From an optimization exercise on the open Yosys and OpenROAD flow, aimed at small area, a short achievable clock period and few clock cycles per item; shortcuts taken in it are not production practice. Function not checked in this run: the RTL went through the layout flow alone. Power is estimated from default activity; no workload was simulated.

## design.v

```verilog
module gcd_main #(
	parameter M = 3
) (
	input CLK,
	input go_i,
	input reset,
	input [31:0] xi,
	input [31:0] yi,
	output [31:0] obebo,
	output ready
);
reg [31:0] a;
reg [31:0] b;
reg [4:0]  k;
reg        rdy;
reg        fin;
wire [30:0] ua = a[31:1];
wire [30:0] nb = ~b[31:1];
wire [30:0] hg = ua ^ nb;
wire [30:0] gg = ua & nb;
reg [30:0] gp;
reg [30:0] pp;
integer l, i, j;
always @(*) begin
	gp = gg;
	pp = hg;
	for (l = 0; l < 5; l = l + 1)
		for (i = 30; i >= 0; i = i - 1)
			if (((i >> l) & 1) == 1) begin
				j = ((i >> l) << l) - 1;
				if (l == 0)   
					gp[i] = gg[i] | ((ua[i] & ua[j]) & nb[j]) | ((nb[i] & nb[j]) & ua[j]);
				else
					gp[i] = gp[i] | (pp[i] & gp[j]);
				pp[i] = pp[i] & pp[j];
			end
end
wire [30:0] c0 = {gp[29:0], 1'b0};
wire [30:0] c1 = {gp[29:0] | pp[29:0], 1'b1};
wire [30:0] s1 = hg ^ c1;
wire [30:0] s0 = hg ^ c0;
wire        gt = gp[30];                    
wire        eq = (a == b);
wire a_ev = ~a[0];
wire b_ev = ~b[0];
wire busy = ~rdy & ~fin;
wire odd2 = busy & a[0] & b[0];             
wire strip = busy & a_ev & b_ev & ~eq;      
wire load = rdy & go_i;
wire a_sh = busy & a_ev & ~b_ev;            
wire b_sh = busy & b_ev & ~a_ev;            
wire b_sub = odd2 & ~load;                 
wire [M:0] xl = a[M:0] ^ b[M:0];            
reg [M:0] tz_a, tz_b, tz_d;
integer n;
always @(*) begin
	tz_a = 0;
	tz_b = 0;
	tz_d = 0;
	for (n = 1; n <= M; n = n + 1) begin
		tz_a[n] = (((a[M:0] >> 1) & ((1 << (n - 1)) - 1)) == 0) & ((n == M) | a[n]);
		tz_b[n] = (((b[M:0] >> 1) & ((1 << (n - 1)) - 1)) == 0) & ((n == M) | b[n]);
		tz_d[n] = (((xl[M:0] >> 1) & ((1 << (n - 1)) - 1)) == 0) & ((n == M) | xl[n]);
	end
end
reg [31:0] a_ot, b_ot, a_df, b_df;
reg a_hd, b_hd;
always @(*) begin
	a_hd = ~load & ~fin & ~strip & ~a_sh;
	b_hd = ~load & ~strip & ~b_sh;
	a_ot = ({32{load}} & xi)
	     | ({32{a_hd}} & a)
	     | ({32{fin}} & {a[30:0], 1'b0})
	     | ({32{strip}} & {1'b0, a[31:1]});
	b_ot = ({32{load}} & yi)
	     | ({32{b_hd}} & b)
	     | ({32{strip}} & {1'b0, b[31:1]});
	a_df = 32'd0;
	b_df = 32'd0;
	for (n = 1; n <= M; n = n + 1) begin
		a_ot = a_ot | ({32{a_sh & tz_a[n]}} & (a >> n));
		b_ot = b_ot | ({32{b_sh & tz_b[n]}} & (b >> n));
		a_df = a_df | ({32{tz_d[n]}} & ({1'b0, s1} >> (n - 1)));
		b_df = b_df | ({32{tz_d[n]}} & ({1'b0, ~s0} >> (n - 1)));
	end
end
wire [31:0] a_sd = odd2 ? a_df : a_ot;
wire [31:0] b_sd = b_sub ? b_df : b_ot;
wire [31:0] a_nx = reset ? 32'd0 : (gt ? a_sd : a_ot);
wire [31:0] b_nx = gt ? b_ot : b_sd;
assign ready = rdy;
assign obebo = a;
always @(posedge CLK) begin
	a <= a_nx;
	b <= b_nx;
	if (load)
		k <= 5'd0;
	else if (strip)
		k <= k + 5'd1;
	else if (fin)
		k <= k - 5'd1;
	if (reset) begin
		rdy <= 1'b1;
		fin <= 1'b0;
	end else if (load) begin
		rdy <= 1'b0;
	end else if (fin) begin
		if (k == 5'd1) begin
			rdy <= 1'b1;
			fin <= 1'b0;
		end
	end else if (busy & eq) begin
		if (k == 5'd0)
			rdy <= 1'b1;
		else
			fin <= 1'b1;
	end
end
endmodule
```

## flow/run.sh

```bash
#!/bin/bash
# The standard layout (standard.sh, all steps to finish), except that the
# ports are buffered with the smallest buffer (buf_1) instead of the cell
# buffer_ports picks by default; repair may still resize them.
set -e
cp standard.sh standard_copy.txt
export BUFFER_PORTS_ARGS="-buffer_cell sky130_fd_sc_hd__buf_1"
bash standard.sh > standard.log 2>&1
```

## standard.sh

```bash
#!/bin/bash
# synth_recipe.tcl (not shown) runs the flow's synth.tcl, then flattens the netlist and writes it again
# the make line also repeats each setting of config.mk as NAME=value (left out here)
make -C /OpenROAD-flow-scripts/flow DESIGN_CONFIG=/design/flow/config.mk WORK_HOME=/design/flow/orfs CLKGATE_MAP_FILE= SYNTH_SCRIPT=/design/flow/synth_recipe.tcl "${@:-finish}"
```

## config.mk

```make
export PLATFORM = sky130hd
export DESIGN_NAME = gcd_main
export DESIGN_NICKNAME = gcd_main
export VERILOG_FILES = /design/flow/design.v
export SDC_FILE = /design/flow/constraint.sdc
export NUM_CORES = 4
export LEC_CHECK = 0
export ABC_AREA = 1
export CAP_MARGIN = 20
export CORE_MARGIN = 2
export CORE_UTILIZATION = 40
export SETUP_SLACK_MARGIN = 2.75
export SLEW_MARGIN = 20
```

## constraint.sdc

```tcl
create_clock -name core_clock -period 5.5 [get_ports {CLK}]
set_input_delay 1.1000 -clock core_clock [delete_from_list [all_inputs] [get_ports {CLK}]]
set_output_delay 1.1000 -clock core_clock [all_outputs]
set_load 0.01 [all_outputs]
```

==> out/results.ini <==
[run_status]
status = no timing/DRC/antenna violations

[layout]
layout-drive-gt1-share = 0.106
fillers = 2204
antenna_cells = 0
fin_nets = 1619
areaGrowthSynthToFinish_pct = 20.2
fin_util = 0.489

[cts]
htreeDepth = 3
cts-root-buf = clkbuf_16
clk_pin_slew_ns = 0.07
tritoncts = yes
clk_latency_ns = 0.37
cts_buffers = 9
cts_sinks = 71
holdBufCountCts = 0
cts_buffer_depth = 2

[critical_path]
cp.arrival_ns = 2.92
worstSetupPathType = reg2reg
cp.required_ns = 5.76
crit_path_end_kind = flip-flop
reg2reg_depth = 13
r2r_start = b[17]$_DFF_P_
slowest_delay_ns = 0.40
reg2reg_slack_ns = 2.84
cp_cell_sequence = inv_1 > ha_4 > nand2_1 > nor2_4 > nand3_2 > nor2_2 > nand4_4 > nand2_8 > o21ai_4 > buf_12 > a21oi_1 > o211ai_1 > o21a_1
critPathMaxFanout = 17
cp-start-kind = flip-flop
reg2reg_to = b[28]$_DFF_P_
critPathSlowestCell = dfxtp_1

[power_and_ir_drop]
vdd_drop_max_uv = 195
p_leak_nw = 4.28
powerDensity_nw_per_um2 = 389

[global_route]
grt_usage = 0.299
grt_pass1_wl_um = 51600
grt_pass1_vias = 9506
grt-ovfl-total = 0
antenna_found_initial = 0
grt_max_degree = 68

[floorplan]
die_w_um = 147
io_pins = 100
initial_core_util = 0.407
rows = 52
die_y_um = 147
dieArea_sq_um = 21700
core_sq_um = 20200

[min_path]
worstHoldStart = k[4]$_SDFFE_PP0P_
holdPathEnd = k[4]$_SDFFE_PP0P_
min_path_type = reg2reg
hold_path_depth = 1

[routing]
drt_wl_total_um = 34100
routedWlPerCell_um = 19.1
first_pass_iters = 6
drt-vias-per-instance = 5.88
drt.antenna.violating_nets = 0
drtIter0Drc = 1099
drc = 0
vias = 10500

[timing]
post-route-period-util = 0.484
report.final.slew_viol_count = 0
fmax_ghz = 0.375
fin_tns_setup_ns = 0
fin_skew_ns = 0.00883
worst_slack_ns = 2.84
setup_viol = 0
fin_crit_ns = 2.66
relSlewSlack = 0.464
hold-worst-slack_ns = 0.488
rsz0062_at_grt = yes
worst_pin_slew_ns = 0.804
hold_viol = 0

[yosys]
ys_async_sr_fraction = 0
synthTopCellsByArea = dfxtp_1, nand2_1, nand3_1
syn-num-nets = 1530
synth_cell_types = 47
synth_edf_count = 0
ys_warn_count = 1
synth_top_cell_by_area = dfxtp_1
synth_ff_type = dfxtp_1
synthCells = 1423
synth-seq-cells = 71
synth_top_area_frac = 0.173
synth_area_sq_um = 8200
ys_seq_area_frac = 0.173
syn_avg_cell_area_sq_um = 5.77

[placed_design]
dpl_worst_slack_ns = 1.57
port_buffers = 99
place_congestion = 0.949
dp_hpwl_um = 22500

[run]
cap_violations = 0

-- worst max path at each step --
stage / start / to / slack [ns]
final: b[17]$_DFF_P_ / b[28]$_DFF_P_ / 2.84
after global routing: b[12]$_DFF_P_ / a[17]$_SDFF_PP0_ / 2.70
after CTS: b[27]$_DFF_P_ / b[28]$_DFF_P_ / 2.73
after detailed placement: b[1]$_DFF_P_ / b[16]$_DFF_P_ / 1.57
after global placement: b[1]$_DFF_P_ / b[5]$_DFF_P_ / 1.72
after floorplan: b[3]$_DFF_P_ / a[17]$_SDFF_PP0_ / 2.88
-- power breakdown --
group	switching (mW)	internal, mW
registers	0.121	0.623
logic	1.61	0.827
clock network	0.273	0.376
-- placed cells by master (no fill, tap or decap), types with 36 or more instances in the layout --
| master | instances |
|---|---|
| a21oi_1 | 60 |
| o211ai_1 | 36 |
| o21ai_0 | 53 |
| buf_1 | 99 |
| nand3_1 | 162 |
| nand2_1 | 354 |
| inv_1 | 146 |
| dfxtp_1 | 61 |
| nand4_1 | 41 |
| nor2_1 | 153 |
-- layer usage --
| layer | global-route usage | part of all wire | vias up |
|---|---|---|---|
| li1 | - | - | 5028 |
| met1 | 0.414 | 0.44 | 4878 |
| met2 | 0.469 | 0.45 | 517 |
| met3 | 0.0469 | 0.078 | 81 |
| met4 | 0.109 | 0.035 | 0 |
| met5 | 0 | 0 | - |
-- what timing repair did --
| item | in CTS | in global routing |
|---|---|---|
| cloned | 3 | 3 |
| buffers inserted | 14 | 13 |
| pin swaps | 5 | 5 |
| resized for setup | 39 | 74 |
| setup endpoints to repair | 70 | 65 |
-- registers in the layout (all words and copies together) (netlist names) --
name  cells
a        32
b        32
k         5
rdy       1
fin       1
-- cell usage after synthesis (6+ instances only) --
cell type and instances:
a211oi_1 24, a21oi_1 63, a221oi_1 12, buf_2 20, clkbuf_1 38, dfxtp_1 71
ha_1 36, inv_1 152, inv_2 7, nand2_1 364, nand2_2 6, nand3_1 166
nand3b_1 6, nand4_1 41, nor2_1 165, nor3_1 11, o211ai_1 36, o21a_1 16
o21ai_0 56, o21ai_1 22, o221ai_1 19, o22ai_1 30, xor2_1 11
-- metrics by stage --
stage / std cells / cell area, sq um / power, mW
after global routing: 1787 / 9860 / 4.11
final: 1787 / 9860 / 3.83
after CTS: 1771 / 9430 / 3.62
after global placement: 1737 / 8710 / 2.86
after detailed placement: 1738 / 8740 / 2.87
after floorplan: 1423 / 8200 / 2.34
-- layout make-up --
class | count | area, sq um | area share
Clock buffer | 11 | 253 | 0.0256
Clock inverter | 5 | 56.3 | 0.00571
Inverter | 162 | 629 | 0.0638
Multi-Input combinational cell | 1125 | 6310 | 0.640
Sequential cell | 71 | 1440 | 0.146
Tap cell | 270 | 338 | 0.0343
Timing Repair Buffer | 140 | 811 | 0.0822
Timing Repair inverter | 3 | 28.8 | 0.00292
-- critical path, delay by kind of cell (launching register included) --
family / cells / cell delay, ns
buf+inv: 2 / 0.38
compound gates: 4 / 0.56
simple gates: 6 / 0.88
fa+ha+maj: 1 / 0.31
flops: 1 / 0.40
-- cell families (layout without fill, tap and decap cells) --
kind of cell | after synthesis | count (layout) | share of synthesized area
AOI/OAI and AO/OA | 292 | 292 | 0.224
xor gates and xnor gates | 14 | 14 | 0.0149
adders and majority gates | 40 | 40 | 0.0647
buffers and inverters | 230 | 321 | 0.112
DFF | 71 | 71 | 0.173
and+or+nand+nor | 776 | 779 | 0.411

## port drivers added, routing unchanged
No port has a modelled driver above. Below, the same layout with a new extraction and two added sets of constraints.
Step 1: set_driving_cell puts a clkbuf_16 on CLK and a buf_2 on each other input, an assumption about the parent block.
Step 2 adds t to the input delays and takes it off the output delays; t is the mean of the earliest and latest rising clock arrival at the registers after step 1. Input paths then give back, and output paths get back, about the clock's delay inside the block.
Three values: no drivers, after step 1, after step 2; two values: the first two.
shift t [ns]: 0.405
slack for setup (ns): 2.836 / 2.836 / 2.584
worst setup path at the end: input to register
clock arrival spread, ns: 0.008 / 0.009
worst data-port slew with drivers (ns): 0.08
After both steps setup and hold are still met in this run. For this run, drivers alone change the setup slack by 0.000 ns; drivers and shift together by -0.252 ns.
